Background: an optimization exercise with open tools, aiming at small area, a short achievable clock period and few clock cycles per item. Do not read the settings as production practice. At most, simulation tests tie the RTL to the original design; equivalence was not proved. Only the layout flow was run in run 2; the RTL was not checked for function there. Power figures rest on the tool's default switching activity, not on a simulated workload.

**flow/config.mk**
```make
export PLATFORM = sky130hd
export DESIGN_NAME = onp_calc
export DESIGN_NICKNAME = onp_calc
export VERILOG_FILES = /design/flow/design.v
export SDC_FILE = /design/flow/constraint.sdc
export NUM_CORES = 4
export LEC_CHECK = 0
export CAP_MARGIN = 20
export CORE_MARGIN = 2
export CORE_UTILIZATION = 40
export SLEW_MARGIN = 20
```
**flow/constraint.sdc**
```tcl
create_clock -name core_clock -period 9.0 [get_ports {clk}]
set_input_delay 1.8000 -clock core_clock [delete_from_list [all_inputs] [get_ports {clk}]]
set_output_delay 1.8000 -clock core_clock [all_outputs]
set_load 0.01 [all_outputs]
```
**flow/design.v**
```verilog
module onp_calc(
    input clk,
    input rst,
    input [3:0] in_data,
    input wr_data,
    output [31:0] result,
    output result_ready
    );
    reg  [23:0] P;
    reg         ps;
    reg  [20:0] S;
    reg  [13:0] M;
    reg         ms;
    reg         szero;    
    reg   [1:0] nic;      
    reg         pmul;     
    reg         rdy;
    reg         init;
    reg t_dig, t_pm, t_sub, t_mul, t_eq, t_lp, t_rp;
    reg x2, x4, x8, xs, y1, y2, yn;
    wire clr = rdy | init;
    wire tv  = t_dig | t_pm | t_mul | t_eq | t_lp | t_rp;
    reg [2:0] fst [0:5];
    wire inh = ~pmul;
    wire [2:0] ftop = fst[0];
    wire f_szero = ftop[2], f_inh = ftop[1], f_ms = ftop[0];
    integer i;
    always @(posedge clk)
        if (t_lp) begin
            fst[0] <= {szero, inh, ms};
            for (i = 1; i < 6; i = i + 1) fst[i] <= fst[i-1];
        end else if (t_rp) begin
            for (i = 0; i < 5; i = i + 1) fst[i] <= fst[i+1];
        end
    reg ps_nx;
    always @* begin
        ps_nx = ps;
        if (clr | t_rp | t_eq) ps_nx = 1'b0;
        else if (t_pm) ps_nx = ms ^ t_sub;
    end
    wire [3:0] d = in_data;
    wire w_dig = wr_data & ~(d[3] & (d[2] | d[1]));
    wire w_as  = wr_data & (d == 4'hA || d == 4'hB || d == 4'hD || d == 4'hF);
    always @(posedge clk or posedge rst)
        if (rst) begin
            t_dig <= 1'b0; t_pm <= 1'b0; t_mul <= 1'b0; t_eq <= 1'b0;
            t_lp <= 1'b0; t_rp <= 1'b0;
            x2 <= 1'b0; x4 <= 1'b0; x8 <= 1'b0; xs <= 1'b0;
            y1 <= 1'b0; y2 <= 1'b0; yn <= 1'b0;
        end else begin
            t_dig <= w_dig;
            t_pm  <= wr_data & (d == 4'hA || d == 4'hB);
            t_mul <= wr_data & (d == 4'hC);
            t_eq  <= wr_data & (d == 4'hD);
            t_lp  <= wr_data & (d == 4'hE);
            t_rp  <= wr_data & (d == 4'hF);
            x2 <= w_dig & (d == 4'd2 || d == 4'd3);
            x4 <= w_dig & (d == 4'd4 || d == 4'd5 || d == 4'd6);
            x8 <= w_dig & (d == 4'd7 || d == 4'd8 || d == 4'd9);
            xs <= w_as;
            y1 <= (w_dig & (d == 4'd1 || d == 4'd3 || d == 4'd5 || d == 4'd9)) | (w_as & ~ps_nx);
            y2 <= w_dig & (d == 4'd6);
            yn <= (w_dig & (d == 4'd7)) | (w_as & ps_nx);
        end
    always @(posedge clk)
        t_sub <= d[0];
    wire [23:0] X = ({24{x2}} & {P[22:0], 1'b0})
                  | ({24{x4}} & {P[21:0], 2'b0})
                  | ({24{x8}} & {P[20:0], 3'b0})
                  | ({24{xs}} & {{3{S[20]}}, S});
    wire [23:0] Y = ({24{y1}} & P)
                  | ({24{y2}} & {P[22:0], 1'b0})
                  | ({24{yn}} & ~P);
    wire [24:0] sum1 = {X, 1'b1} + {Y, yn};
    wire [23:0] sum = sum1[24:1];
    reg [16:0] s0;
    reg [10:0] s1;
    reg [4:0]  s2;
    reg [1:0]  sc;
    reg [7:0]  msave;
    wire push_s = t_lp & ~szero;
    wire pop_s  = t_rp & ~f_szero;
    always @(posedge clk) begin
        if (push_s && sc == 2'd0) s0 <= S[16:0];
        if (push_s && sc == 2'd1) s1 <= S[10:0];
        if (push_s && sc == 2'd2) s2 <= S[4:0];
        if (t_lp & ~inh) msave <= M[7:0];
    end
    wire [16:0] pop_sv = sc == 2'd1 ? s0 : sc == 2'd2 ? {{6{s1[10]}}, s1} : {{12{s2[4]}}, s2};
    always @(posedge clk or posedge rst)
        if (rst) sc <= 2'd0;
        else if (clr) sc <= 2'd0;
        else if (push_s) sc <= sc + 2'd1;
        else if (pop_s) sc <= sc - 2'd1;
    always @(posedge clk or posedge rst)
        if (rst) begin
            rdy <= 1'b0;
            init <= 1'b1;
            szero <= 1'b1;
            nic <= 2'd0;
            pmul <= 1'b0;
        end else begin
            init <= 1'b0;
            rdy <= t_eq;
            if (clr) begin
                szero <= 1'b1;
                nic <= 2'd0;
                pmul <= 1'b0;
            end else if (tv) begin
                pmul <= t_mul;
                if (t_pm) szero <= 1'b0;
                if (t_lp) begin
                    szero <= 1'b1;
                    if (~inh) nic <= nic + 2'd1;
                end
                if (t_rp) begin
                    szero <= f_szero;
                    if (~f_inh) nic <= nic - 2'd1;
                end
            end
        end
    always @(posedge clk) begin
        ps <= ps_nx;
        if (clr) begin
            P <= 24'd1;
            S <= 21'd0;
            M <= 14'd1;
            ms <= 1'b0;
        end else begin
            if (t_dig | t_rp | t_eq) P <= sum;
            if (t_pm) begin
                S <= sum[20:0];
                P <= {{10{M[13]}}, M};
            end
            if (t_lp) begin
                S <= 21'd0;
                if (~inh) M <= P[13:0];
                ms <= ps;
            end
            if (t_rp) begin
                S <= f_szero ? 21'd0 : {{4{pop_sv[16]}}, pop_sv};
                ms <= f_ms;
                if (~f_inh) M <= (nic == 2'd1) ? 14'd1 : {{6{msave[7]}}, msave};
            end
        end
    end
    assign result = {{8{P[23]}}, P};
    assign result_ready = rdy;
endmodule
```
**flow/flow/run.sh**
```bash
#!/bin/bash
set -euo pipefail
bash standard.sh synth > synth.log 2>&1
bash standard.sh SETUP_SLACK_MARGIN=6.0 finish > layout.log 2>&1
```
**flow/standard.sh**
```bash
#!/bin/bash
# synth_recipe.tcl (not shown) runs the flow's synth.tcl, then flattens the netlist and writes it again
# the make line also repeats each setting of config.mk as NAME=value (left out here)
make -C /OpenROAD-flow-scripts/flow DESIGN_CONFIG=/design/flow/config.mk WORK_HOME=/design/flow/orfs CLKGATE_MAP_FILE= SYNTH_SCRIPT=/design/flow/synth_recipe.tcl "${@:-finish}"
```
==> results.json, run 1 <==
{
  "netlist_area_sq_mm": 0.007835,
  "min_from": "fst[4][2]",
  "viasPerCell": 5.972,
  "num_vias": 6790,
  "tightest_slew_ps": 909.3,
  "timing.rr.start": "x8",
  "synthAdderAreaFrac": 0.04567,
  "rsz0062_at_grt": "yes",
  "first_iter_violations": 562,
  "cts.hold.buffers_added": 0,
  "ir_drop_mv": 0.1258,
  "slew_violations": 0,
  "syn_nets": 892,
  "clk_pin_slew_ps": 70,
  "synthMuxAreaShare": 0.03178,
  "finalCriticalPeriod_ps": 2953,
  "drive_gt1_frac": 0.1606,
  "cp_max_fo": 21,
  "synth_edf_count": 59,
  "drcViolationCount": 0,
  "die_x_um": 144.0,
  "grt_remaining_overflow": 0,
  "die_y_um": 144.0,
  "async_flop_share": 0.1479,
  "gp_congestion": 0.9491,
  "critical_path_class": "reg -> reg",
  "wl_met3_um": 1337,
  "p_leak_nw": 3.426,
  "power.switching_mw": 0.4266,
  "top_layer": "met4",
  "maxCapViolCount": 0,
  "grt_antenna_before_repair": 0,
  "first_global_vias": 6295,
  "cts_buffers": 17,
  "track_usage": 0.2171,
  "skew_ps": 7.880,
  "synth_simple_gate_area_share": 0.1247,
  "p_clk_frac": 0.452,
  "synth_xor_area_frac": 0.02683,
  "avgSynthCellArea_sq_um": 9.142,
  "cts_tree": "yes",
  "placementRows": 51,
  "period_share": 0.3281,
  "portBuffers": 39,
  "ant_nets": 0,
  "area_growth_pct": 16.86,
  "synthDistinctLibCells": 68,
  "status": "finished clean",
  "root_buffer": "clkbuf_16",
  "required_ps": 9290,
  "start_util": 0.4052,
  "power_frac_seq": 0.455,
  "combPwrFrac": 0.092,
  "clk_path_buf_depth": 2,
  "syn-instance-count": 857,
  "grt_max_degree": 37,
  "grt_first_pass_wirelength_um": 34570,
  "drt_first_pass_iters": 5,
  "cts.sinks": 142,
  "synth.yosys.seq_area_share": 0.4519,
  "max-slew-margin-rel": 0.3923,
  "sw_frac_of_total": 0.2682,
  "ff2ff_path_depth": 10,
  "wl_per_cell_um": 19.51,
  "ctsHtreeMaxLevel": 4,
  "m1WireLength_um": 10120,
  "dieArea_sq_mm": 0.02072,
  "cp-start-kind": "register",
  "core_sq_mm": 0.01933,
  "wl_met2_um": 10020,
  "yosys_warnings": 2,
  "tns_ps": 0,
  "power_mw": 1.591,
  "worst_setup_path_end_kind": "register",
  "finalSetupViolCount": 0,
  "hold_path_class": "reg -> reg",
  "drt_wl_total_um": 22180,
  "ys.flop_type": "dfxtp_1",
  "fmax_mhz": 338.7,
  "ys_ff_latch": 142,
  "antenna_cells": 0,
  "synth_top_family_by_area": "compound AO/OA/AOI/OAI gates",
  "reg2reg_to": "P[16]",
  "intPower_mw": 1.164,
  "clk_latency_ps": 420,
  "fin_nets": 894,
  "synth_compound_area_frac": 0.2670,
  "hold_violations": 0,
  "worstPathArrival_ps": 3250,
  "p_per_area_mw_per_mm2": 173.7,
  "dp_hpwl_um": 14350,
  "pin_count": 40,
  "whs_endpoint": "fst[5][2]",
  "r2r_slack_ps": 6050,
  "whs_path_depth": 0
}
==> Yosys cell counts (2+ instances only) <==
library cell    n  share of area
a311oi_1        7         0.0078
mux2i_1         8          0.010
buf_4          10         0.0096
nor2_1         46          0.022
o21ai_0        92          0.059
o22ai_1         3         0.0024
nand2b_1        4         0.0032
a21oi_1        75          0.048
a211oi_1        7         0.0067
a31oi_1        18          0.014
ha_1           27          0.043
a21o_1          9         0.0086
buf_2           8         0.0051
o221ai_1        4         0.0045
and3_1          3         0.0024
o2bb2ai_1       2         0.0022
nor3_1         13         0.0083
o211ai_1       10         0.0096
xnor2_1        15          0.017
a221oi_1        2         0.0022
o21bai_1        4         0.0038
o31a_1          2         0.0022
nor2b_1         9         0.0072
and2_1         10         0.0080
buf_1           7         0.0034
dfrtp_1        19          0.061
o221a_2         2         0.0029
edfxtp_1       59           0.23
a22oi_1        63          0.060
dfxtp_1        62           0.16
o21a_1          6         0.0057
nand4_1         8         0.0064
xor2_1          9          0.010
clkbuf_1       52          0.025
nand2_1       103          0.049
or2_2           2         0.0016
dfstp_2         2         0.0067
inv_1          18         0.0086
nor4_2          2         0.0032
mux2_2         15          0.022
a21boi_0        4         0.0038
nand3_1        10         0.0064
==> cells by family after synthesis <==
kind of cell	after synthesis
mux	23
other cells	1
fa+ha+maj	28
flops	142
simple gates	217
buf+inv	95
xor+xnor	24
compound gates	327
==> placed cells by master, fill, tap and decap left out, types with 9 or more instances in the layout <==
cell | netlist | layout
o21ai_0 | 92 | 91
a21oi_1 | 75 | 72
xnor2_1 | 15 | 13
nor3_1 | 13 | 12
o211ai_1 | 10 | 10
dfxtp_1 | 62 | 38
ha_1 | 27 | 17
ha_2 | 0 | 10
mux2_2 | 15 | 15
a22oi_1 | 63 | 63
a31oi_1 | 18 | 17
nand3_1 | 10 | 10
and2_1 | 10 | 10
dlygate4sd2_1 | 0 | 31
clkbuf_16 | 0 | 17
nor2_1 | 46 | 44
edfxtp_1 | 59 | 59
inv_1 | 18 | 16
dfrtp_1 | 19 | 12
dfxtp_4 | 0 | 16
xor2_1 | 9 | 9
nand2_1 | 103 | 103
a21o_1 | 9 | 9
buf_4 | 10 | 16
==> flip-flops by register name, indices dropped and copies added (netlist names), 2 cells and up <==
register and flops:
S 21, nic 2, s2 5, msave 8, sc 2, s0 17
s1 11, P 24, M 14, fst 18
==> power by group through the flow <==
stage          Sequential, mW  Clock (mW)  Combinational, mW
5_1_grt                 0.727       0.756              0.161
2_1_floorplan           0.718           0              0.105
4_1_cts                 0.726       0.727              0.134
3_3_place_gp            0.740           0              0.138
3_5_place_dp            0.740           0              0.139
6_report                0.724       0.719              0.147
==> stage by stage <==
step | cell area [sq um] | instances | worst slack [ps] | hold WS, ps | utilization
2_1_floorplan | 7835 | 857 | 6315 | 422.2 | -
3_3_place_gp | 8275 | 1091 | 5648 | 427.5 | 0.4280
3_5_place_dp | 8275 | 1091 | 5668 | 437.7 | 0.4280
4_1_cts | 8951 | 1127 | 5785 | 453.5 | 0.4630
5_1_grt | 9156 | 1137 | 5859 | 464.3 | 0.4736
6_report | 9156 | 1137 | 6047 | 448.6 | 0.4736
==> worst max-delay path by stage <==
stage                     startpoint          to
after CTS                      P[11]  result[11]
after global placement    in_data[2]          yn
after floorplan                   xs       S[19]
final                             x8       P[16]
after global routing              y2       P[16]
after detailed placement  in_data[2]          yn
==> cell type report <==
cell class / instances / area [sq um]
clock buffers: 17 / 425.4
fillers: 1856 / 10180
well taps: 265 / 331.6
inverters: 18 / 71.32
clock inverters: 15 / 173.9
repair inverters: 1 / 7.507
flip-flops and latches: 142 / 3630
repair buffers: 59 / 534.3
multi-input cells: 620 / 3983
==> critical path: stages (launching register included) <==
cell,delay (ps)
dfrtp_2,580
a22oi_1,270
nand2_1,100
ha_1,410
o211ai_1,310
nor3_1,90
a211oi_2,390
a21oi_1,140
xor2_1,180
a221oi_1,280
nor2_1,60
==> routing by layer <==
layer	GRT usage	up-vias
li1	-	3169
met1	0.2989	3302
met2	0.3383	272
met3	0.04299	47
met4	0.08050	0
met5	0	-
==> what timing repair did <==
item,in CTS,in global routing
gates resized for setup,82,31
pin swaps,0,8
endpoints found under the setup margin,63,34
endpoints found under the hold margin,0,0
cloned,1,0
setup buffers,3,10
Testbench counts, summed over its fixed seeds: cycles 30,450, exprs 2,400.
==> inputs of run 2 (changes only) <==
--- a/flow/design.v
+++ b/flow/design.v
@@ -42,25 +42,19 @@
     wire w_dig = wr_data & ~(d[3] & (d[2] | d[1]));
     wire w_as  = wr_data & (d == 4'hA || d == 4'hB || d == 4'hD || d == 4'hF);
-    always @(posedge clk or posedge rst)
-        if (rst) begin
-            t_dig <= 1'b0; t_pm <= 1'b0; t_mul <= 1'b0; t_eq <= 1'b0;
-            t_lp <= 1'b0; t_rp <= 1'b0;
-            x2 <= 1'b0; x4 <= 1'b0; x8 <= 1'b0; xs <= 1'b0;
-            y1 <= 1'b0; y2 <= 1'b0; yn <= 1'b0;
-        end else begin
-            t_dig <= w_dig;
-            t_pm  <= wr_data & (d == 4'hA || d == 4'hB);
-            t_mul <= wr_data & (d == 4'hC);
-            t_eq  <= wr_data & (d == 4'hD);
-            t_lp  <= wr_data & (d == 4'hE);
-            t_rp  <= wr_data & (d == 4'hF);
-            x2 <= w_dig & (d == 4'd2 || d == 4'd3);
-            x4 <= w_dig & (d == 4'd4 || d == 4'd5 || d == 4'd6);
-            x8 <= w_dig & (d == 4'd7 || d == 4'd8 || d == 4'd9);
-            xs <= w_as;
-            y1 <= (w_dig & (d == 4'd1 || d == 4'd3 || d == 4'd5 || d == 4'd9)) | (w_as & ~ps_nx);
-            y2 <= w_dig & (d == 4'd6);
-            yn <= (w_dig & (d == 4'd7)) | (w_as & ps_nx);
-        end
+    always @(posedge clk) begin
+        t_dig <= w_dig;
+        t_pm  <= wr_data & (d == 4'hA || d == 4'hB);
+        t_mul <= wr_data & (d == 4'hC);
+        t_eq  <= wr_data & (d == 4'hD);
+        t_lp  <= wr_data & (d == 4'hE);
+        t_rp  <= wr_data & (d == 4'hF);
+        x2 <= w_dig & (d == 4'd2 || d == 4'd3);
+        x4 <= w_dig & (d == 4'd4 || d == 4'd5 || d == 4'd6);
+        x8 <= w_dig & (d == 4'd7 || d == 4'd8 || d == 4'd9);
+        xs <= w_as;
+        y1 <= (w_dig & (d == 4'd1 || d == 4'd3 || d == 4'd5 || d == 4'd9)) | (w_as & ~ps_nx);
+        y2 <= w_dig & (d == 4'd6);
+        yn <= (w_dig & (d == 4'd7)) | (w_as & ps_nx);
+    end
     always @(posedge clk)
         t_sub <= d[0];
@@ -88,7 +82,6 @@
     end
     wire [16:0] pop_sv = sc == 2'd1 ? s0 : sc == 2'd2 ? {{6{s1[10]}}, s1} : {{12{s2[4]}}, s2};
-    always @(posedge clk or posedge rst)
-        if (rst) sc <= 2'd0;
-        else if (clr) sc <= 2'd0;
+    always @(posedge clk)
+        if (clr) sc <= 2'd0;
         else if (push_s) sc <= sc + 2'd1;
         else if (pop_s) sc <= sc - 2'd1;
@@ -97,25 +90,23 @@
             rdy <= 1'b0;
             init <= 1'b1;
+        end else begin
+            init <= 1'b0;
+            rdy <= t_eq;
+        end
+    always @(posedge clk)
+        if (clr) begin
             szero <= 1'b1;
             nic <= 2'd0;
             pmul <= 1'b0;
-        end else begin
-            init <= 1'b0;
-            rdy <= t_eq;
-            if (clr) begin
+        end else if (tv) begin
+            pmul <= t_mul;
+            if (t_pm) szero <= 1'b0;
+            if (t_lp) begin
                 szero <= 1'b1;
-                nic <= 2'd0;
-                pmul <= 1'b0;
-            end else if (tv) begin
-                pmul <= t_mul;
-                if (t_pm) szero <= 1'b0;
-                if (t_lp) begin
-                    szero <= 1'b1;
-                    if (~inh) nic <= nic + 2'd1;
-                end
-                if (t_rp) begin
-                    szero <= f_szero;
-                    if (~f_inh) nic <= nic - 2'd1;
-                end
+                if (~inh) nic <= nic + 2'd1;
+            end
+            if (t_rp) begin
+                szero <= f_szero;
+                if (~f_inh) nic <= nic - 2'd1;
             end
         end
==> flow/flow/run.sh (replaced) <==
#!/bin/bash
set -euo pipefail
bash standard.sh synth > synth.log 2>&1
bash standard.sh SETUP_SLACK_MARGIN=6.0 "BUFFER_PORTS_ARGS=-buffer_cell sky130_fd_sc_hd__buf_2" finish > layout.log 2>&1
--- a/flow/config.mk
+++ b/flow/config.mk
@@ -8,4 +8,4 @@
 export CAP_MARGIN = 20
 export CORE_MARGIN = 2
-export CORE_UTILIZATION = 40
+export CORE_UTILIZATION = 60
 export SLEW_MARGIN = 20
==> run 2 against run 1 <==
Against the previous run:
- still clean on timing, DRC and antenna
- non-clock buffer count decreased by 3
- sequential cell count unchanged
- combinational power about the same
- register-to-register slack improved by 30 ps
- global-route usage increased by 8.3 points
- die area decreased by 34%
- highest routed layer unchanged
- routed wire length decreased by 8.0%
- count of clock-buffer cells in the layout unchanged
==> results.json, run 2 <==
{
  "status": "finished clean",
  "fillers": 1040,
  "rsz0062_at_grt": "yes",
  "pin_count": 40,
  "dieArea_sq_mm": 0.01370,
  "root_buffer": "clkbuf_16",
  "synth.yosys.seq_area_share": 0.4492,
  "largest_reg_flops": 24,
  "ctsHtreeMaxLevel": 4,
  "core_sq_mm": 0.01257,
  "period_share": 0.3302,
  "crit_end": "result[15]",
  "num_vias": 6565,
  "syn-instance-count": 858,
  "synth_compound_area_frac": 0.2704,
  "viasPerCell": 6.294,
  "required_ps": 7200,
  "critical_path_class": "reg -> out",
  "slew_violations": 0,
  "cts_tree": "yes",
  "yosys.area.top_type": "edfxtp_1",
  "cts.hold.buffers_added": 0,
  "hold_path_class": "reg -> reg",
  "antenna_cells": 0,
  "grtUsageMet3": 0.05973,
  "cp-start-kind": "register",
  "async_flop_share": 0.01408,
  "synth_top_area_frac": 0.2310,
  "synth_simple_gate_area_share": 0.1273,
  "skew_ps": 17.19,
  "portBuffers": 39,
  "fmax_mhz": 336.5,
  "ir_drop_mv": 0.1363,
  "synthDistinctLibCells": 61,
  "mostFrequentLayoutCell": "nand2_1",
  "avgSynthCellArea_sq_um": 8.938,
  "reg_top3": "P x24, S x21, fst x18",
  "cpMaxStageDelayCell": "dfxtp_1",
  "cpPeakStageDelay_ps": 530,
  "placementRows": 41,
  "regMostFlops": "P",
  "track_usage": 0.2998,
  "p_per_area_mw_per_mm2": 188.6,
  "met1_usage": 0.3783,
  "ys.flop_type": "dfxtp_1",
  "clk_latency_ps": 440,
  "finalSetupViolCount": 0,
  "path_delay_family": "flip-flops",
  "tightest_slew_ps": 945.5,
  "final_cell_mix": "nand2_1, o21ai_0, a21oi_1",
  "post-synth-top-count-cell": "nand2_1",
  "yosys_warnings": 2,
  "grt_first_pass_wirelength_um": 30950,
  "drcViolationCount": 0,
  "syn_nets": 893,
  "ant_nets": 0,
  "fin_nets": 893,
  "worstPathArrival_ps": 1170,
  "area_growth_pct": 12.12,
  "ys_ff_latch": 142,
  "critPathBufInv": 1,
  "r2r_slack_ps": 6080,
  "synthMuxAreaShare": 0.03100,
  "first_iter_violations": 624,
  "synth_top_family_by_area": "compound AO/OA/AOI/OAI gates",
  "synth_area_leaders": "edfxtp_1, dfxtp_1, o21ai_0, a22oi_1, a21oi_1",
  "start_util": 0.6102,
  "p_leak_nw": 3.351,
  "die_x_um": 117.1,
  "tns_ps": 0,
  "startpoint": "P[15]",
  "wl_per_cell_um": 19.56,
  "placed_area_sq_mm": 0.007807,
  "grt.busiest_layer": "met2",
  "first_global_vias": 5791,
  "grt_antenna_before_repair": 0,
  "drive_gt1_frac": 0.1550,
  "maxCapViolCount": 0,
  "worst_setup_path_end_kind": "output port",
  "grt_max_degree": 45,
  "reg2reg_to": "S[15]",
  "min_from": "t_eq",
  "cts_buffers": 17,
  "drt_wl_total_um": 20400,
  "cp_num_cells": 1,
  "synth_xor_area_frac": 0.02513,
  "die_y_um": 117.1,
  "synth_edf_count": 59,
  "hold_violations": 0,
  "cts.sinks": 142,
  "timing.rr.start": "y1",
  "gp_congestion": 0.9070,
  "clk_pin_slew_ps": 60,
  "netlist_area_sq_mm": 0.007669,
  "post-route-cell-area_sq_mm": 0.008598,
  "worstPathCellList": "buf_2",
  "grt_remaining_overflow": 0,
  "ff2ff_path_depth": 11,
  "finalCriticalPeriod_ps": 2972,
  "clk_path_buf_depth": 2,
  "dp_hpwl_um": 13750,
  "cp_max_fo": 8,
  "synthTopCellsByCount": "nand2_1, o21ai_0, a21oi_1, dfxtp_1, a22oi_1",
  "max-slew-margin-rel": 0.3674,
  "grt_util_met2": 0.4975,
  "drt_first_pass_iters": 7,
  "synthAdderAreaFrac": 0.04666
}
[run 2: cell count changes after synthesis, moves of 5 or more]
cell,before,now
buf_2,8,1
dfxtp_1,62,81
a21o_1,9,18
nor2_1,46,55
a21oi_1,75,81
clkbuf_1,52,61
a31oi_1,18,13
nand2_1,103,98
dfrtp_1,19,1
[run 2: logic make-up (layout without fill, tap and decap cells)]
group	after synthesis	in the layout
compound gates	329	329
simple gates	221	221
fa+ha+maj	28	28
other cells	1	1
xor+xnor	22	22
mux	22	22
buf+inv	93	106
flops	142	142
[run 2: area by class of cell]
| cell class | instances | area (sq um) | share of cell area |
|---|---|---|---|
| multi-input cells | 623 | 3881 | 0.4514 |
| inverters | 17 | 71.32 | 0.008295 |
| well taps | 172 | 215.2 | 0.02503 |
| repair buffers | 56 | 322.8 | 0.03754 |
| repair inverters | 1 | 7.507 | 0.0008731 |
| clock inverters | 15 | 200.2 | 0.02328 |
| clock buffers | 17 | 425.4 | 0.04948 |
| flip-flops and latches | 142 | 3475 | 0.4041 |
[run 2: per-layer routing]
metal	vias up	routed length [um]
li1	3139	-
met2	270	10020
met1	3111	8505
met5	-	0
met3	45	1276
met4	0	595
[run 2: timing repair]
action,in CTS,in global routing
hold endpoints to repair,0,0
cloned,1,0
endpoints found under the setup margin,29,44
buffers inserted,5,6
pin swaps,1,10
gates resized for setup,9,22
[run 2: worst min-delay path by stage]
stage | depth (start not counted) | end
after floorplan | 0 | rdy
after global placement | 0 | rdy
after detailed placement | 0 | rdy
after CTS | 0 | rdy
after global routing | 0 | rdy
final | 0 | rdy
[run 2: where the power goes]
part / switching, mW / internal [mW] / total (mW)
Combinational: 0.0934 / 0.0558 / 0.149
Clock: 0.297 / 0.446 / 0.743
Sequential: 0.0398 / 0.690 / 0.730
[run 2: per-stage QoR]
stage	hold slack (ps)	setup slack [ps]	std cells	power (mW)	util
6_report	377.0	6028	1043	1.622	0.6841
5_1_grt	386.5	5978	1043	1.670	0.6841
4_1_cts	378.6	6014	1037	1.618	0.6759
3_5_place_dp	370.6	5715	999	0.8839	0.6212
3_3_place_gp	367.8	5802	999	0.8801	0.6212
2_1_floorplan	353.8	6269	858	0.8364	-
==> inputs of run 3 (changes only) <==
--- a/flow/design.v
+++ b/flow/design.v
@@ -21,5 +21,5 @@
     wire clr = rdy | init;
     wire tv  = t_dig | t_pm | t_mul | t_eq | t_lp | t_rp;
-    reg [2:0] fst [0:5];
+    reg [2:0] fst [0:4];
     wire inh = ~pmul;
     wire [2:0] ftop = fst[0];
@@ -29,7 +29,7 @@
         if (t_lp) begin
             fst[0] <= {szero, inh, ms};
-            for (i = 1; i < 6; i = i + 1) fst[i] <= fst[i-1];
+            for (i = 1; i < 5; i = i + 1) fst[i] <= fst[i-1];
         end else if (t_rp) begin
-            for (i = 0; i < 5; i = i + 1) fst[i] <= fst[i+1];
+            for (i = 0; i < 4; i = i + 1) fst[i] <= fst[i+1];
         end
     reg ps_nx;
==> flow/flow/run.sh (replaced) <==
#!/bin/bash
set -euo pipefail
MARGIN=${MARGIN:-6.0}
bash standard.sh synth > synth.log 2>&1
bash standard.sh SETUP_SLACK_MARGIN=$MARGIN "BUFFER_PORTS_ARGS=-buffer_cell sky130_fd_sc_hd__buf_2" finish > layout.log 2>&1
--- a/flow/config.mk
+++ b/flow/config.mk
@@ -8,4 +8,4 @@
 export CAP_MARGIN = 20
 export CORE_MARGIN = 2
-export CORE_UTILIZATION = 60
+export CORE_UTILIZATION = 40
 export SLEW_MARGIN = 20
==> run 3 against run 2 <==
Against the previous run:
- largest power group is now sequential cells
- hold slack gained 27 ps
- register-to-register slack is essentially flat
- critical path type unchanged
- clock power shrank 8.5%
==> results.json, run 3 <==
{
  "core_sq_mm": 0.01858,
  "first_global_vias": 5880,
  "status": "finished clean",
  "reg2reg_to": "P[14]",
  "post-synth-top-count-cell": "nand2_1",
  "tns_ps": 0,
  "synthDistinctLibCells": 60,
  "cpMaxStageDelayCell": "dfxtp_1",
  "tightest_slew_ps": 1096,
  "cp-start-kind": "register",
  "pin_count": 40,
  "p_leak_nw": 3.278,
  "stdcell_count": 1095,
  "async_flop_share": 0.01439,
  "track_usage": 0.2069,
  "cp_num_cells": 1,
  "required_ps": 7200,
  "critPathBufInv": 1,
  "die_y_um": 141.3,
  "cts.sinks": 139,
  "drive_gt1_frac": 0.1533,
  "synth.yosys.seq_area_share": 0.4448,
  "crit_end": "result[15]",
  "dieArea_sq_mm": 0.01997,
  "grt_antenna_before_repair": 0,
  "hold_path_class": "reg -> reg",
  "hold_violations": 0,
  "viasPerCell": 5.794,
  "clk_pin_slew_ps": 60,
  "antenna_cells": 0,
  "root_buffer": "clkbuf_16",
  "ff2ff_path_depth": 11,
  "clk_path_buf_depth": 2,
  "worstPathCellList": "buf_2",
  "regMostFlops": "P",
  "yosys_warnings": 2,
  "path_delay_family": "flip-flops",
  "critical_path_class": "reg -> out",
  "fin_util": 0.4558,
  "avgSynthCellArea_sq_um": 8.851,
  "worst_setup_path_end_kind": "output port",
  "period_share": 0.3299,
  "p_per_area_mw_per_mm2": 181.7,
  "clk_latency_ps": 430,
  "grt_first_pass_wirelength_um": 31960,
  "pre_cts_slack_ps": 5664,
  "syn-instance-count": 852,
  "synth_area_leaders": "edfxtp_1, dfxtp_1, o21ai_0, a22oi_1, a21oi_1",
  "syn_nets": 887,
  "first_iter_violations": 624,
  "grt_remaining_overflow": 0,
  "finalSetupViolCount": 0,
  "mostFrequentLayoutCell": "nand2_1",
  "max-slew-margin-rel": 0.2665,
  "cts.hold.buffers_added": 0,
  "startpoint": "P[15]",
  "cts_tree": "yes",
  "ys.flop_type": "dfxtp_1",
  "finalCriticalPeriod_ps": 2969,
  "slew_violations": 0,
  "dp_hpwl_um": 13830,
  "final_cell_mix": "nand2_1, o21ai_0, a21oi_1",
  "synthTopCellsByCount": "nand2_1, o21ai_0, a21oi_1, dfxtp_1, a22oi_1",
  "gp_congestion": 0.8877,
  "wl_per_cell_um": 18.71,
  "ir_drop_mv": 0.1404,
  "start_util": 0.4059,
  "worstPathArrival_ps": 1170,
  "netlist_area_sq_mm": 0.007541,
  "largest_reg_flops": 24,
  "ctsHtreeMaxLevel": 4,
  "cts_buffers": 17,
  "timing.rr.start": "x2",
  "worst_slack_ps": 6031,
  "drcViolationCount": 0,
  "maxCapViolCount": 0,
  "die_x_um": 141.3,
  "drt_first_pass_iters": 5,
  "fin_nets": 883,
  "cp_max_fo": 8,
  "skew_ps": 12.43,
  "fmax_mhz": 336.8,
  "reg_top3": "P x24, S x21, s0 x17",
  "cpPeakStageDelay_ps": 530,
  "portBuffers": 39,
  "ant_nets": 0,
  "area_growth_pct": 12.29,
  "drt_wl_total_um": 20490,
  "placementRows": 50,
  "synth_edf_count": 56,
  "rsz0062_at_grt": "yes",
  "r2r_slack_ps": 6070,
  "ys_ff_latch": 139,
  "grt_max_degree": 45,
  "num_vias": 6344,
  "placed_cells": 1057,
  "synth_top_area_frac": 0.2230,
  "yosys.area.top_type": "edfxtp_1"
}
[run 3: cell types whose count changed in the layout (fill, tap and decap cells not counted), sizes merged, moves of 2 or more]
cell    change
mux2        -3
bufinv      -2
inv         -3
clkinv      +2
edfxtp      -3
clkbuf      +5
buf         -5
[run 3: stage by stage]
step	instance area, sq um	hold WS [ps]	total power, mW
floorplan	7541	353.8	0.8195
global placement	7770	397.1	0.8669
detailed placement	7770	390.6	0.8681
CTS	8389	401.9	1.547
global route	8468	410.7	1.597
finish	8468	404.1	1.539
[run 3: how the worst min path moves through the flow]
| stage | from | end | slack [ps] | cells after the start |
|---|---|---|---|---|
| finish | t_eq | rdy | 400 | 0 |
| global route | t_eq | rdy | 410 | 0 |
| CTS | t_eq | rdy | 400 | 0 |
| detailed placement | t_eq | rdy | 390 | 0 |
| global placement | t_eq | rdy | 400 | 0 |
| floorplan | t_eq | rdy | 350 | 0 |
[run 3: logic make-up after synthesis]
logic type / count (synthesis) / share of synthesized area
other: 1 / 0.0004973
flip-flops: 139 / 0.4448
adder cells (fa/ha/maj): 28 / 0.04745
AND/OR/NAND/NOR: 221 / 0.1288
buffers and inverters: 93 / 0.05060
multiplexers: 19 / 0.02705
XOR/XNOR: 22 / 0.02555
AO/OA/AOI/OAI: 329 / 0.2753
[run 3: cell type report]
class,count,area [sq um]
inverter,18,71.32
fill,1798,10110
timing repair inverter,1,7.507
multi-input combinational,620,3844
tap,234,292.8
clock inverter,10,87.58
timing repair buffer,51,285.3
sequential,139,3395
clock buffer,22,485.5
[run 3: what timing repair did]
action / CTS / global route
cloned: 1 / 0
setup endpoints to repair: 30 / 43
setup buffers: 3 / 2
pin swaps: 1 / 4
resized for setup: 9 / 32
[run 3: layer usage]
metal  vias to the layer above  global-route usage  wire, um
met5                         -                   0         0
met4                         0             0.08263       588
met3                        37             0.04725       932
met2                       155              0.3232      9379
met1                      3038              0.2790      9586
li1                       3114                   -         -
[run 3: power by group]
part	internal, mW	total [mW]	switching, mW
combinational	0.0534	0.144	0.0911
clock	0.410	0.680	0.270
sequential	0.675	0.714	0.0394
total	1.14	1.54	0.401
Testbench counts of run 3, summed over its fixed seeds: cycles 30,450, exprs 2,400.
==> inputs of run 4 (changes only) <==
==> flow/flow/run.sh (replaced) <==
#!/bin/bash
set -euo pipefail
MARGIN=6.0
bash standard.sh synth > synth.log 2>&1
bash standard.sh SETUP_SLACK_MARGIN=$MARGIN "BUFFER_PORTS_ARGS=-buffer_cell sky130_fd_sc_hd__buf_2" finish > layout.log 2>&1
--- a/flow/config.mk
+++ b/flow/config.mk
@@ -8,4 +8,4 @@
 export CAP_MARGIN = 20
 export CORE_MARGIN = 2
-export CORE_UTILIZATION = 40
+export CORE_UTILIZATION = 70
 export SLEW_MARGIN = 20
==> run 4 against run 3 <==
Against the previous run:
- still clean
- sequential cell count unchanged
- hold slack improved by 2.2 ps
- sequential share of layout area about the same
- count of clock-buffer cells in the layout decreased by 3
- worst setup slack improved by 8.9 ps
- area after synthesis unchanged
- final area increased by 0.53%
- non-clock buffer count increased by 7
- global-route usage increased by 16 points
- routed wire length increased by 4.2%
==> results.json, run 4 <==
{
  "rsz0062_at_grt": "yes",
  "yosys.area.top_type": "edfxtp_1",
  "r2r_slack_ps": 6060,
  "required_ps": 7200,
  "cp-start-kind": "register",
  "async_flop_share": 0.01439,
  "clk_latency_ps": 540,
  "ys.flop_type": "dfxtp_1",
  "met1_usage": 0.4679,
  "grtUsageMet3": 0.09140,
  "startpoint": "P[15]",
  "final_cell_mix": "nand2_1, o21ai_0, a21oi_1",
  "num_vias": 6962,
  "ant_nets": 0,
  "first_iter_violations": 949,
  "synth_area_leaders": "edfxtp_1, dfxtp_1, o21ai_0, a22oi_1, a21oi_1",
  "status": "finished clean",
  "p_clk_frac": 0.448,
  "power_frac_seq": 0.454,
  "area_growth_pct": 12.89,
  "die_x_um": 107.8,
  "skew_ps": 7.234,
  "synthTopCellsByCount": "nand2_1, o21ai_0, a21oi_1, dfxtp_1, a22oi_1",
  "min_from": "t_eq",
  "cts_tree": "yes",
  "slew_violations": 0,
  "dieArea_sq_mm": 0.01162,
  "p_per_area_mw_per_mm2": 185.3,
  "reg_top3": "P x24, S x21, s0 x17",
  "hold_path_class": "reg -> reg",
  "placementRows": 37,
  "cp_max_fo": 8,
  "stdcell_count": 1004,
  "reg2reg_to": "S[15]",
  "synth_top_area_frac": 0.2230,
  "grt_util_met2": 0.5863,
  "dp_hpwl_um": 13510,
  "start_util": 0.7272,
  "fin_nets": 890,
  "root_buffer": "clkbuf_8",
  "drt_wl_total_um": 21350,
  "gp_congestion": 0.9519,
  "intPower_mw": 1.164,
  "syn_nets": 887,
  "core_sq_mm": 0.01037,
  "yosys_warnings": 2,
  "tns_ps": 0,
  "timing.rr.start": "yn",
  "cpPeakStageDelay_ps": 440,
  "finalSetupViolCount": 0,
  "cts.sinks": 139,
  "post-synth-top-count-cell": "nand2_1",
  "die_y_um": 107.8,
  "grt_first_pass_wirelength_um": 32760,
  "viasPerCell": 6.934,
  "worst_setup_path_end_kind": "output port",
  "antenna_cells": 0,
  "p_leak_nw": 3.343,
  "grt_antenna_before_repair": 0,
  "portBuffers": 39,
  "ys_ff_latch": 139,
  "finalCriticalPeriod_ps": 2960,
  "synth_edf_count": 56,
  "grt_remaining_overflow": 0,
  "syn-instance-count": 852,
  "ff2ff_path_depth": 12,
  "placed_cells": 958,
  "hold_violations": 0,
  "synth.yosys.seq_area_share": 0.4448,
  "fin_util": 0.8209,
  "whs_endpoint": "rdy",
  "combPwrFrac": 0.098,
  "worstPathCellList": "buf_2",
  "clk_pin_slew_ps": 60,
  "maxCapViolCount": 0,
  "period_share": 0.3289,
  "mostFrequentLayoutCell": "nand2_1",
  "clk_path_buf_depth": 2,
  "critPathBufInv": 1,
  "ir_drop_mv": 0.1602,
  "critical_path_class": "reg -> out",
  "largest_reg_flops": 24,
  "power.switching_mw": 0.4126,
  "drcViolationCount": 0,
  "pin_count": 40,
  "path_delay_family": "flip-flops",
  "wl_per_cell_um": 21.26,
  "netlist_area_sq_mm": 0.007541,
  "avgSynthCellArea_sq_um": 8.851,
  "grt.busiest_layer": "met2",
  "tightest_slew_ps": 939.1,
  "worstPathArrival_ps": 1160,
  "fmax_mhz": 337.9,
  "ctsHtreeMaxLevel": 4,
  "first_global_vias": 6329,
  "sw_frac_of_total": 0.2616,
  "drt_first_pass_iters": 9,
  "synthDistinctLibCells": 60,
  "cts_buffers": 17,
  "max-slew-margin-rel": 0.3716,
  "regMostFlops": "P",
  "drive_gt1_frac": 0.1809,
  "grt_max_degree": 45,
  "cpMaxStageDelayCell": "dfxtp_2",
  "track_usage": 0.3698,
  "whs_path_depth": 0
}
## run 4: cell counts after synthesis
Identical to the previous run, type by type.
## run 4: kinds of logic after synthesis
kind of cell | count (synthesis) | share of synthesized area
AOI/OAI and AO/OA | 329 | 0.2753
and+or+nand+nor | 221 | 0.1288
DFF | 139 | 0.4448
buffers and inverters | 93 | 0.05060
adders and majority gates | 28 | 0.04745
xor gates and xnor gates | 22 | 0.02555
muxes | 19 | 0.02705
other | 1 | 0.0004973
## run 4: cell type report
type,count,area (sq um)
flip-flops and latches,139,3413
multi-input cells,620,3894
well taps,136,170.2
inverters,18,71.32
repair buffers,58,357.8
clock inverters,13,167.7
fillers,636,1857
repair inverters,1,7.507
clock buffers,19,431.7
## run 4: power by group through the flow
stage | Combinational (mW) | Sequential (mW) | Clock [mW]
finish | 0.154 | 0.716 | 0.706
global placement | 0.135 | 0.725 | 0
global route | 0.167 | 0.718 | 0.735
detailed placement | 0.140 | 0.726 | 0
CTS | 0.143 | 0.716 | 0.705
floorplan | 0.113 | 0.707 | 0
## run 4: timing repair
| item | in CTS | in global routing |
|---|---|---|
| cloned | 1 | 0 |
| pin swaps | 1 | 11 |
| resized for setup | 34 | 26 |
| setup endpoints to repair | 61 | 31 |
| hold buffers | 0 | 0 |
| buffers inserted | 4 | 8 |
## run 4: how the worst max path moves through the flow
| stage | slack (ps) | cells after the start | to |
|---|---|---|---|
| after floorplan | 6270 | 12 | S[16] |
| after global routing | 5960 | 12 | S[15] |
| final | 6040 | 1 | result[15] |
| after detailed placement | 5670 | 11 | S[15] |
| after CTS | 6010 | 11 | S[15] |
| after global placement | 5790 | 11 | S[16] |
## run 4: layer usage
| metal | vias up | share of wire |
|---|---|---|
| li1 | 3121 | - |
| met3 | 98 | 0.095 |
| met1 | 3274 | 0.38 |
| met2 | 469 | 0.47 |
| met4 | 0 | 0.049 |
| met5 | - | 0 |
## run 4: per-stage QoR
step	setup WS, ps	power [mW]	hold slack [ps]	instance area (sq um)
3_5_place_dp	5667	0.8664	396.5	7640
6_report	6040	1.577	406.3	8513
4_1_cts	6009	1.563	407.2	8341
3_3_place_gp	5791	0.8601	390.2	7640
2_1_floorplan	6269	0.8195	353.8	7541
5_1_grt	5961	1.620	422.5	8513
==> inputs of run 5 (changes only) <==
--- a/flow/config.mk
+++ b/flow/config.mk
@@ -8,4 +8,5 @@
 export CAP_MARGIN = 20
 export CORE_MARGIN = 2
-export CORE_UTILIZATION = 70
+export CORE_UTILIZATION = 40
+export CTS_BUF_LIST = sky130_fd_sc_hd__clkbuf_4 sky130_fd_sc_hd__clkbuf_8
 export SLEW_MARGIN = 20
==> run 5 against run 4 <==
Against the previous run:
- still clean
- area after synthesis unchanged
- non-clock buffer count decreased by 6
- combinational power decreased by 5%
- fmax increased by 1.1%
- total power decreased by 13%
- core utilization decreased by 37 points
- global-route usage decreased by 16 points
- sequential cell count unchanged
- sequential power about the same
==> results.json, run 5 <==
{
  "status": "finished clean",
  "drcViolationCount": 0,
  "cts_tree": "yes",
  "dieArea_sq_mm": 0.01997,
  "track_usage": 0.2052,
  "drt_wl_total_um": 20570,
  "first_iter_violations": 680,
  "fmax_mhz": 341.4,
  "cp_max_fo": 8,
  "fillers": 1803,
  "largest_reg_flops": 24,
  "synth_top_area_frac": 0.2230,
  "die_y_um": 141.3,
  "clk_latency_ps": 470,
  "hold_violations": 0,
  "ir_drop_mv": 0.09737,
  "mostFrequentLayoutCell": "nand2_1",
  "tns_ps": 0,
  "path_delay_family": "flip-flops",
  "wl_per_cell_um": 18.77,
  "netlist_area_sq_mm": 0.007541,
  "hold_path_class": "reg -> reg",
  "grt_antenna_before_repair": 0,
  "synthTopCellsByCount": "nand2_1, o21ai_0, a21oi_1, dfxtp_1, a22oi_1",
  "avgSynthCellArea_sq_um": 8.851,
  "multiInputGateArea_sq_mm": 0.003866,
  "ctsHtreeMaxLevel": 4,
  "p_per_area_mw_per_mm2": 164.5,
  "area_growth_pct": 10.49,
  "synth_area_leaders": "edfxtp_1, dfxtp_1, o21ai_0, a22oi_1, a21oi_1",
  "clk_path_buf_depth": 2,
  "pin_count": 40,
  "num_vias": 6323,
  "cts_buffers": 17,
  "period_share": 0.3254,
  "maxCapViolCount": 0,
  "final_cell_mix": "nand2_1, o21ai_0, a21oi_1",
  "core_sq_mm": 0.01858,
  "regArea_sq_mm": 0.003407,
  "whs_ps": 405.9,
  "skew_ps": 14.12,
  "critPathBufInv": 1,
  "cpMaxStageDelayCell": "dfxtp_1",
  "cts.hold.buffers_added": 0,
  "start_util": 0.4059,
  "cp-start-kind": "register",
  "critical_path_class": "reg -> out",
  "antenna_cells": 0,
  "synthDistinctLibCells": 60,
  "portBuffers": 39,
  "worstPathArrival_ps": 1130,
  "synth_edf_count": 56,
  "fin_nets": 884,
  "yosys_warnings": 2,
  "drt_first_pass_iters": 5,
  "clk_pin_slew_ps": 80,
  "viasPerCell": 5.769,
  "syn_nets": 887,
  "grt_first_pass_wirelength_um": 31810,
  "reg_top3": "P x24, S x21, s0 x17",
  "finalCriticalPeriod_ps": 2929,
  "post-synth-top-count-cell": "nand2_1",
  "rsz0062_at_grt": "yes",
  "gp_congestion": 0.8877,
  "async_flop_share": 0.01439,
  "grt_max_degree": 45,
  "finalSetupViolCount": 0,
  "placementRows": 50,
  "worst_setup_path_end_kind": "output port",
  "tightest_slew_ps": 1080,
  "grt_remaining_overflow": 0,
  "required_ps": 7200,
  "ys.flop_type": "dfxtp_1",
  "ys_ff_latch": 139,
  "synth.yosys.seq_area_share": 0.4448,
  "yosys.area.top_type": "edfxtp_1",
  "slew_violations": 0,
  "p_leak_nw": 3.209,
  "syn-instance-count": 852,
  "first_global_vias": 5887,
  "root_buffer": "clkbuf_8",
  "max-slew-margin-rel": 0.2775,
  "die_x_um": 141.3,
  "fin_util": 0.4484,
  "worstPathCellList": "buf_2",
  "cts.sinks": 139,
  "regMostFlops": "P",
  "ant_nets": 0,
  "drive_gt1_frac": 0.1717,
  "cpPeakStageDelay_ps": 480,
  "dp_hpwl_um": 13830
}
run 5: cell counts after synthesis:
No cell type changed its count.
run 5: repair_timing:
action	4_1_cts	5_1_grt
pin swaps	1	7
setup buffers	3	3
setup endpoints to repair	48	35
gates cloned	1	0
gates resized for setup	20	35
run 5: power by group:
part / total, mW / internal [mW] / switching [mW]
Sequential: 0.714 / 0.675 / 0.0396
Clock: 0.511 / 0.266 / 0.245
Combinational: 0.146 / 0.0543 / 0.0915
run 5: cells by family after synthesis:
| group | count (synthesis) | share of synthesized area |
|---|---|---|
| simple gates | 221 | 0.1288 |
| compound gates | 329 | 0.2753 |
| other cells | 1 | 0.0004973 |
| mux | 19 | 0.02705 |
| xor+xnor | 22 | 0.02555 |
| buf+inv | 93 | 0.05060 |
| flops | 139 | 0.4448 |
| fa+ha+maj | 28 | 0.04745 |
run 5: through the flow:
| step | total power, mW | instances | instance area (sq um) | worst slack, ps |
|---|---|---|---|---|
| 6_report | 1.371 | 1096 | 8332 | 6071 |
| 5_1_grt | 1.424 | 1096 | 8332 | 5962 |
| 4_1_cts | 1.378 | 1093 | 8224 | 6001 |
| 3_5_place_dp | 0.8681 | 1057 | 7770 | 5664 |
| 3_3_place_gp | 0.8669 | 1057 | 7770 | 5710 |
| 2_1_floorplan | 0.8195 | 852 | 7541 | 6269 |
run 5: cell type report:
cell class,instances,share of cell area
multi-input combinational,620,0.4640
sequential,139,0.4089
timing repair buffer,52,0.03514
tap,234,0.03514
clock buffer,21,0.03319
clock inverter,11,0.01412
inverter,18,0.008560
timing repair inverter,1,0.0009010
run 5: per-layer routing:
| metal | share of wire | GRT usage | routed length (um) | vias up |
|---|---|---|---|---|
| met4 | 0.028 | 0.08684 | 575 | 0 |
| met3 | 0.046 | 0.03949 | 954 | 31 |
| li1 | - | - | - | 3112 |
| met2 | 0.46 | 0.3229 | 9480 | 158 |
| met1 | 0.46 | 0.2772 | 9559 | 3022 |
| met5 | 0 | 0 | 0 | - |
run 5: final timing paths:
check | startpoint | endpoint | slack (ps) | cells past startpoint
setup / recovery | P[20] | result[20] | 6070 | 1
hold / removal | t_eq | rdy | 410 | 0
setup reg to reg | x2 | S[16] | 6090 | 12
hold reg to reg | t_eq | rdy | 410 | 0
max in group asynchronous | rst | init | 7640 | 2
min in group asynchronous | rst | rdy | 1170 | 2
==> inputs of run 6 (changes only) <==
--- a/flow/config.mk
+++ b/flow/config.mk
@@ -9,4 +9,6 @@
 export CORE_MARGIN = 2
 export CORE_UTILIZATION = 40
-export CTS_BUF_LIST = sky130_fd_sc_hd__clkbuf_4 sky130_fd_sc_hd__clkbuf_8
+export CTS_BUF_LIST = sky130_fd_sc_hd__clkbuf_8
+export CTS_CLUSTER_DIAMETER = 100
+export CTS_CLUSTER_SIZE = 20
 export SLEW_MARGIN = 20
==> run 6 against run 5 <==
Against the previous run:
- largest power group unchanged
- count of clock-buffer cells in the layout decreased by 2
- register-to-register slack about the same
- critical path depth did not move
- hold slack hardly changed
- final cell count stayed put
- final area about the same
==> results.json, run 6 <==
{
  "whs_endpoint": "rdy",
  "synthMuxAreaShare": 0.02704,
  "status": "finished clean",
  "cp_num_cells": 1,
  "dp_hpwl_um": 13830,
  "synth_area_leaders": "edfxtp_1, dfxtp_1, o21ai_0, a22oi_1, a21oi_1",
  "reg2reg_to": "S[16]",
  "period_share": 0.3250,
  "path_delay_family": "flip-flops",
  "power_mw": 1.363,
  "min_from": "t_eq",
  "grt_first_pass_wirelength_um": 31810,
  "placed_area_sq_mm": 0.007770,
  "dieArea_sq_mm": 0.01997,
  "final_cell_mix": "nand2_1, o21ai_0, a21oi_1",
  "cts.hold.buffers_added": 0,
  "worst_setup_path_end_kind": "output port",
  "drt_wl_total_um": 20580,
  "grt_antenna_before_repair": 0,
  "ys.flop_type": "dfxtp_1",
  "r2r_slack_ps": 6090,
  "regMostFlops": "P",
  "finalCriticalPeriod_ps": 2925,
  "cp-start-kind": "register",
  "whs_path_depth": 0,
  "hold_violations": 0,
  "post-synth-top-count-cell": "nand2_1",
  "drt_first_pass_iters": 5,
  "ir_drop_mv": 0.09744,
  "hold_path_class": "reg -> reg",
  "drive_gt1_frac": 0.1694,
  "antenna_cells": 0,
  "async_flop_share": 0.01439,
  "grt_remaining_overflow": 0,
  "ff2ff_path_depth": 12,
  "p_leak_nw": 3.210,
  "viasPerCell": 5.772,
  "core_sq_mm": 0.01858,
  "worstPathCellList": "buf_2",
  "fmax_mhz": 341.8,
  "root_buffer": "clkbuf_8",
  "synthTopCellsByCount": "nand2_1, o21ai_0, a21oi_1, dfxtp_1, a22oi_1",
  "post-route-cell-area_sq_mm": 0.008324,
  "synth_top_area_frac": 0.2230,
  "first_iter_violations": 678,
  "tightest_slew_ps": 1081,
  "track_usage": 0.2052,
  "yosys_warnings": 2,
  "placementRows": 50,
  "clk_pin_slew_ps": 80,
  "max-slew-margin-rel": 0.2764,
  "grt_max_degree": 45,
  "synth_xor_area_frac": 0.02555,
  "cp_max_fo": 6,
  "portBuffers": 39,
  "wl_per_cell_um": 18.78,
  "drcViolationCount": 0,
  "die_y_um": 141.3,
  "cts_buffers": 17,
  "finalSetupViolCount": 0,
  "whs_ps": 406.0,
  "yosys.area.top_type": "edfxtp_1",
  "timing.rr.start": "x2",
  "synthAdderAreaFrac": 0.04745,
  "area_growth_pct": 10.39,
  "p_per_area_mw_per_mm2": 163.8,
  "num_vias": 6326,
  "critical_path_class": "reg -> out",
  "cts_tree": "yes",
  "tns_ps": 0,
  "synth_top_family_by_area": "compound AO/OA/AOI/OAI gates",
  "cpPeakStageDelay_ps": 470,
  "first_global_vias": 5887,
  "fillers": 1807,
  "netlist_area_sq_mm": 0.007541,
  "synth_compound_area_frac": 0.2753,
  "slew_violations": 0,
  "mostFrequentLayoutCell": "nand2_1",
  "fin_nets": 884,
  "clk_path_buf_depth": 2,
  "critPathBufInv": 1,
  "worstPathArrival_ps": 1130,
  "synth_edf_count": 56,
  "start_util": 0.4059,
  "rsz0062_at_grt": "yes",
  "syn-instance-count": 852,
  "cts.sinks": 139,
  "syn_nets": 887,
  "ant_nets": 0,
  "cpMaxStageDelayCell": "dfxtp_1",
  "skew_ps": 13.95,
  "synth_simple_gate_area_share": 0.1288,
  "avgSynthCellArea_sq_um": 8.851,
  "die_x_um": 141.3,
  "largest_reg_flops": 24,
  "ys_ff_latch": 139,
  "synthDistinctLibCells": 60,
  "maxCapViolCount": 0,
  "gp_congestion": 0.8877,
  "pin_count": 40,
  "ctsHtreeMaxLevel": 4,
  "clk_latency_ps": 470,
  "synth.yosys.seq_area_share": 0.4448,
  "reg_top3": "P x24, S x21, s0 x17",
  "required_ps": 7200
}
## run 6: power breakdown
group | leakage, nW | switching (mW) | internal [mW] | total (mW)
registers | 1.24 | 0.0396 | 0.675 | 0.714
logic | 1.76 | 0.0915 | 0.0543 | 0.146
clock network | 0.205 | 0.245 | 0.258 | 0.503
total | 3.21 | 0.377 | 0.987 | 1.36
## run 6: metrics by stage
stage,std cells,util,worst slack (ps)
6_report,1096,0.4480,6075
3_5_place_dp,1057,0.4182,5664
2_1_floorplan,852,-,6269
3_3_place_gp,1057,0.4182,5710
5_1_grt,1096,0.4480,5962
4_1_cts,1093,0.4422,6001
## run 6: worst max path at each step
stage / slack [ps] / startpoint / to
floorplan: 6270 / y1 / S[16]
global placement: 5710 / y1 / S[16]
detailed placement: 5660 / y1 / S[16]
CTS: 6000 / P[0] / result[0]
global route: 5960 / xs / P[21]
finish: 6070 / P[22] / result[22]
## run 6: final cells by class
cell class              instances  area (sq um)  area share
clock buffers                  19         261.5     0.03141
clock inverters                13         125.1     0.01503
inverters                      18         71.32    0.008568
multi-input cells             620          3866      0.4645
flip-flops and latches        139          3407      0.4093
well taps                     234         292.8     0.03517
repair buffers                 52         292.8     0.03517
repair inverters                1         7.507   0.0009018
## run 6: metal layers
layer  share of wire  vias up  track usage  wire, um
met4           0.028        0      0.08684       575
met5               0        -            0         0
li1                -     3114            -         -
met1            0.47     3023       0.2772      9581
met3           0.046       31      0.03949       937
met2            0.46      158       0.3229      9482
## run 6: cells by family after synthesis
kind of cell | count (synthesis)
compound gates | 329
xor+xnor | 22
fa+ha+maj | 28
buf+inv | 93
flops | 139
mux | 19
other cells | 1
simple gates | 221
## run 6: repair_timing
| item | CTS | global route |
|---|---|---|
| gates cloned | 1 | 0 |
| pin swaps | 1 | 7 |
| endpoints found under the setup margin | 48 | 35 |
| hold endpoints to repair | 0 | 0 |
| gates resized for setup | 20 | 35 |
| buffers inserted | 3 | 3 |
==> inputs of run 7 (changes only) <==
==> flow/flow/run.sh (replaced) <==
#!/bin/bash
set -euo pipefail
MARGIN=6.2
bash standard.sh synth > synth.log 2>&1
bash standard.sh SETUP_SLACK_MARGIN=$MARGIN "BUFFER_PORTS_ARGS=-buffer_cell sky130_fd_sc_hd__buf_2" finish > layout.log 2>&1
--- a/flow/config.mk
+++ b/flow/config.mk
@@ -10,5 +10,3 @@
 export CORE_UTILIZATION = 40
 export CTS_BUF_LIST = sky130_fd_sc_hd__clkbuf_8
-export CTS_CLUSTER_DIAMETER = 100
-export CTS_CLUSTER_SIZE = 20
 export SLEW_MARGIN = 20
==> run 7 against run 6 <==
Against the previous run:
- largest cell class unchanged
- non-clock buffer count increased by 57
- largest power group unchanged
- area after synthesis unchanged
- clock power is essentially flat
- critical path type is now reg -> reg
- via count increased by 6.4%
- combinational power up 39%
==> results.json, run 7 <==
{
  "grt_antenna_before_repair": 0,
  "ant_nets": 0,
  "grt_first_pass_wirelength_um": 33310,
  "grt_remaining_overflow": 0,
  "reg_top3": "P x24, S x21, s0 x17",
  "worst_setup_path_end_kind": "register",
  "clk_latency_ps": 480,
  "cts.sinks": 139,
  "tightest_slew_ps": 1055,
  "ir_drop_mv": 0.09847,
  "ys.flop_type": "dfxtp_1",
  "cp_max_fo": 7,
  "cp-start-kind": "register",
  "cts_buffers": 17,
  "status": "finished clean",
  "grt_max_degree": 45,
  "drt_wl_total_um": 22400,
  "syn-instance-count": 852,
  "synthTopCellsByCount": "nand2_1, o21ai_0, a21oi_1, dfxtp_1, a22oi_1",
  "root_buffer": "clkbuf_8",
  "netlist_area_sq_mm": 0.007541,
  "regMostFlops": "P",
  "first_iter_violations": 681,
  "pin_count": 40,
  "synth_edf_count": 56,
  "viasPerCell": 5.835,
  "track_usage": 0.2148,
  "period_share": 0.3232,
  "largest_reg_flops": 24,
  "critical_path_class": "reg -> reg",
  "wl_per_cell_um": 19.43,
  "async_flop_share": 0.01439,
  "drive_gt1_frac": 0.2622,
  "yosys.area.top_type": "edfxtp_1",
  "antenna_cells": 0,
  "yosys_warnings": 2,
  "area_growth_pct": 20.69,
  "maxCapViolCount": 0,
  "worstPathCellList": "buf_4 > a22oi_1 > nand2_1 > ha_4 > a21o_1 > a31oi_4 > buf_4 > a21oi_2 > o211ai_1 > o21ai_2 > a31oi_2 > xor2_1 > a21oi_1",
  "avgSynthCellArea_sq_um": 8.851,
  "synth.yosys.seq_area_share": 0.4448,
  "cpMaxStageDelayCell": "dfxtp_4",
  "worstPathArrival_ps": 3240,
  "ys_ff_latch": 139,
  "finalSetupViolCount": 0,
  "core_sq_mm": 0.01858,
  "cpPeakStageDelay_ps": 380,
  "cp_common_cell": "buf_4",
  "synth_area_leaders": "edfxtp_1, dfxtp_1, o21ai_0, a22oi_1, a21oi_1",
  "post-synth-top-count-cell": "nand2_1",
  "finalCriticalPeriod_ps": 2909,
  "dp_hpwl_um": 13830,
  "ctsHtreeMaxLevel": 4,
  "cts_tree": "yes",
  "drcViolationCount": 0,
  "synthDistinctLibCells": 60,
  "slew_violations": 0,
  "rsz0062_at_grt": "yes",
  "tns_ps": 0,
  "final_cell_mix": "nand2_1, o21ai_0, a21oi_1",
  "p_per_area_mw_per_mm2": 154.5,
  "hold_violations": 0,
  "p_leak_nw": 3.538,
  "max-slew-margin-rel": 0.2943,
  "post-route-cell-area_sq_mm": 0.009101,
  "gp_congestion": 0.8877,
  "die_y_um": 141.3,
  "syn_nets": 887,
  "num_vias": 6728,
  "fin_nets": 941,
  "required_ps": 9330,
  "mostFrequentLayoutCell": "nand2_1",
  "dieArea_sq_mm": 0.01997,
  "first_global_vias": 6149,
  "fmax_mhz": 343.8,
  "portBuffers": 39,
  "clk_path_buf_depth": 2,
  "placed_area_sq_mm": 0.007770,
  "clk_pin_slew_ps": 80,
  "drt_first_pass_iters": 5,
  "placementRows": 50,
  "cts.hold.buffers_added": 0,
  "synth_top_area_frac": 0.2230,
  "die_x_um": 141.3,
  "fillers": 1720,
  "start_util": 0.4059,
  "hold_path_class": "reg -> reg",
  "skew_ps": 14.97
}
[run 7: cell counts after synthesis]
No cell type changed its count.
[run 7: final cells by class]
cell class	count	area, sq um	area share
repair inverters	1	7.507	0.0008249
flip-flops and latches	139	3471	0.3814
clock inverters	13	125.1	0.01375
inverters	18	71.32	0.007836
well taps	234	292.8	0.03217
clock buffers	19	261.5	0.02873
multi-input cells	620	4086	0.4490
repair buffers	109	785.8	0.08633
[run 7: final timing paths]
check	slack (ps)	cells past startpoint	start	end
worst max-delay path	6090	13	P[0]	P[22]
worst min-delay path	400	0	t_eq	rdy
worst max register to register	6090	13	P[0]	P[22]
worst min register to register	400	0	t_eq	rdy
max in group asynchronous	7650	2	rst	init
min in group asynchronous	1150	2	rst	rdy
[run 7: power breakdown]
group          total [mW]  switching [mW]  leakage, nW  internal (mW)
Clock               0.505           0.248        0.205          0.257
Sequential          0.698          0.0253         1.25          0.673
Combinational       0.203           0.120         2.08         0.0831
[run 7: metrics by stage]
step | hold slack, ps | instances | total power, mW | utilization | worst slack [ps]
after floorplan | 353.8 | 852 | 0.8195 | - | 6269
after global placement | 397.1 | 1057 | 0.8669 | 0.4182 | 5710
after detailed placement | 390.6 | 1057 | 0.8681 | 0.4182 | 5664
after CTS | 404.9 | 1124 | 1.388 | 0.4642 | 6166
after global routing | 414.6 | 1153 | 1.457 | 0.4898 | 5995
final | 403.5 | 1153 | 1.406 | 0.4898 | 6091
[run 7: logic make-up (layout without fill, tap and decap cells)]
logic type,count (synthesis),count (layout),synth area share
xor+xnor,22,22,0.02555
fa+ha+maj,28,28,0.04745
buf+inv,93,160,0.05060
other cells,1,1,0.0004973
simple gates,221,221,0.1288
flops,139,139,0.4448
compound gates,329,329,0.2753
mux,19,19,0.02705
[run 7: per-layer routing]
layer / share of wire / global-route usage / wire (um)
met1: 0.45 / 0.2882 / 10180
met2: 0.46 / 0.3434 / 10250
met3: 0.053 / 0.03814 / 1183
met4: 0.035 / 0.09000 / 793
met5: 0 / 0 / 0
[run 7: what timing repair did]
action                     in CTS  in global routing
resized for setup              78                 63
gates cloned                    1                  0
pin swaps                       6                 38
setup endpoints to repair      66                 41
setup buffers                  34                 29
[run 7: critical path, delay by kind of cell, from the launching register on]
| family | cells | cell delay (ps) |
|---|---|---|
| AO/OA/AOI/OAI | 8 | 1490 |
| adder cells (fa/ha/maj) | 1 | 250 |
| AND/OR/NAND/NOR | 1 | 140 |
| XOR/XNOR | 1 | 220 |
| buffers and inverters | 2 | 290 |
| flip-flops | 1 | 380 |
==> inputs of run 8 (changes only) <==
==> flow/flow/run.sh (replaced) <==
#!/bin/bash
set -euo pipefail
MARGIN=5.8
bash standard.sh synth > synth.log 2>&1
bash standard.sh SETUP_SLACK_MARGIN=$MARGIN "BUFFER_PORTS_ARGS=-buffer_cell sky130_fd_sc_hd__buf_2" finish > layout.log 2>&1
==> run 8 against run 7 <==
Against the previous run:
- highest routed layer unchanged
- final cell count is 5.0% lower
- fmax decreased by 3.7%
- critical endpoint is now result[8]
- first-iteration DRC count is 21% lower
- area after synthesis unchanged
- clock power barely moved
- via count down 6.5%
==> results.json, run 8 <==
{
  "fillers": 1816,
  "area_growth_pct": 9.076,
  "cts.hold.buffers_added": 0,
  "finalCriticalPeriod_ps": 3019,
  "period_share": 0.3355,
  "reg_top3": "P x24, S x21, s0 x17",
  "synthDistinctLibCells": 60,
  "drive_gt1_frac": 0.1301,
  "grt_max_degree": 45,
  "fin_nets": 883,
  "yosys.area.top_type": "edfxtp_1",
  "grt_antenna_before_repair": 0,
  "hold_violations": 0,
  "die_x_um": 141.3,
  "viasPerCell": 5.742,
  "rsz0062_at_grt": "no",
  "cpMaxStageDelayCell": "dfxtp_1",
  "critical_path_class": "reg -> out",
  "status": "finished clean",
  "cts_tree": "yes",
  "dieArea_sq_mm": 0.01997,
  "tightest_slew_ps": 1025,
  "largest_reg_flops": 24,
  "regMostFlops": "P",
  "mostFrequentLayoutCell": "nand2_1",
  "cts_buffers": 17,
  "clk_path_buf_depth": 2,
  "drcViolationCount": 0,
  "first_iter_violations": 540,
  "finalSetupViolCount": 0,
  "antenna_cells": 0,
  "cts.sinks": 139,
  "synth_area_leaders": "edfxtp_1, dfxtp_1, o21ai_0, a22oi_1, a21oi_1",
  "yosys_warnings": 2,
  "first_global_vias": 5810,
  "fmax_mhz": 331.2,
  "ys_ff_latch": 139,
  "synth_top_area_frac": 0.2230,
  "ctsHtreeMaxLevel": 4,
  "track_usage": 0.2042,
  "worstPathCellList": "buf_2",
  "p_per_area_mw_per_mm2": 165.4,
  "synthTopCellsByCount": "nand2_1, o21ai_0, a21oi_1, dfxtp_1, a22oi_1",
  "worstPathArrival_ps": 1220,
  "ir_drop_mv": 0.09778,
  "maxCapViolCount": 0,
  "tns_ps": 0,
  "synth.yosys.seq_area_share": 0.4448,
  "power_mw": 1.360,
  "synth_edf_count": 56,
  "skew_ps": 16.62,
  "syn-instance-count": 852,
  "final_cell_mix": "nand2_1, o21ai_0, a21oi_1",
  "max-slew-margin-rel": 0.3144,
  "root_buffer": "clkbuf_8",
  "start_util": 0.4059,
  "netlist_area_sq_mm": 0.007541,
  "cp-start-kind": "register",
  "clk_latency_ps": 470,
  "grt_first_pass_wirelength_um": 31640,
  "pin_count": 40,
  "critPathBufInv": 1,
  "cp_max_fo": 9,
  "avgSynthCellArea_sq_um": 8.851,
  "gp_congestion": 0.8877,
  "required_ps": 7200,
  "clk_pin_slew_ps": 70,
  "grt_remaining_overflow": 0,
  "core_sq_mm": 0.01858,
  "p_leak_nw": 3.208,
  "placementRows": 50,
  "async_flop_share": 0.01439,
  "drt_first_pass_iters": 5,
  "die_y_um": 141.3,
  "cpPeakStageDelay_ps": 550,
  "slew_violations": 0,
  "wl_per_cell_um": 18.46,
  "hold_path_class": "reg -> reg",
  "worst_setup_path_end_kind": "output port",
  "path_delay_family": "flip-flops",
  "drt_wl_total_um": 20210,
  "num_vias": 6288,
  "syn_nets": 887,
  "ys.flop_type": "dfxtp_1",
  "portBuffers": 39,
  "post-synth-top-count-cell": "nand2_1",
  "dp_hpwl_um": 13830,
  "ant_nets": 0
}
[run 8: changes by cell type in the layout (fill, tap and decap cells not counted), sizes merged]
cell  previous run  this run
buf            109        51
[run 8: routing by layer]
metal  vias up  global-route usage  routed length [um]
met4         0             0.08421                 570
met5         -                   0                   0
li1       3110                   -                   -
met1      2997              0.2775                9483
met2       150              0.3219                9313
met3        31             0.03780                 843
[run 8: worst paths after layout]
check,startpoint,end,slack (ps),cells past startpoint
worst max-delay path,P[8],result[8],5980,1
worst min-delay path,t_eq,rdy,400,0
worst max register to register,x2,P[18],5990,11
worst min register to register,t_eq,rdy,400,0
max in group asynchronous,rst,init,7640,2
min in group asynchronous,rst,rdy,1170,2
[run 8: cells by family after synthesis]
kind of cell | count (synthesis) | share of synthesized area
AO/OA/AOI/OAI | 329 | 0.2753
AND/OR/NAND/NOR | 221 | 0.1288
flip-flops | 139 | 0.4448
buffers and inverters | 93 | 0.05060
adder cells (fa/ha/maj) | 28 | 0.04745
XOR/XNOR | 22 | 0.02555
multiplexers | 19 | 0.02705
other | 1 | 0.0004973
[run 8: cell type report]
class / instances / area (sq um) / area share
repair buffers: 51 / 285.3 / 0.03468
inverters: 18 / 71.32 / 0.008671
clock buffers: 19 / 261.5 / 0.03179
multi-input cells: 620 / 3811 / 0.4633
repair inverters: 1 / 7.507 / 0.0009127
flip-flops and latches: 139 / 3371 / 0.4098
clock inverters: 13 / 125.1 / 0.01521
well taps: 234 / 292.8 / 0.03559
[run 8: power by group]
| group | switching [mW] | total [mW] | internal (mW) |
|---|---|---|---|
| clock network | 0.248 | 0.505 | 0.258 |
| logic | 0.0891 | 0.142 | 0.0525 |
| registers | 0.0400 | 0.714 | 0.674 |
| total | 0.377 | 1.36 | 0.984 |
[run 8: timing repair]
item	CTS	global route
endpoints found under the setup margin	10	29
gates resized for setup	6	7
buffers inserted	0	5
cloned	1	0
[run 8: per-stage QoR]
stage	setup slack, ps	util	std cells	instance area, sq um	hold WS, ps
after floorplan	6269	-	852	7541	353.8
after CTS	5802	0.4398	1090	8172	404.9
after global routing	5792	0.4427	1095	8225	413.7
final	5981	0.4427	1095	8225	399.4
after global placement	5710	0.4182	1057	7770	397.1
after detailed placement	5664	0.4182	1057	7770	390.6

Check on run 8: ideal ports give 5.981 ns setup slack; a clkbuf_16 on the clock port and buf_2 on the inputs give 5.942 ns; moving port delays by the midpoint clock arrival (0.502 ns) as well gives 5.995 ns.
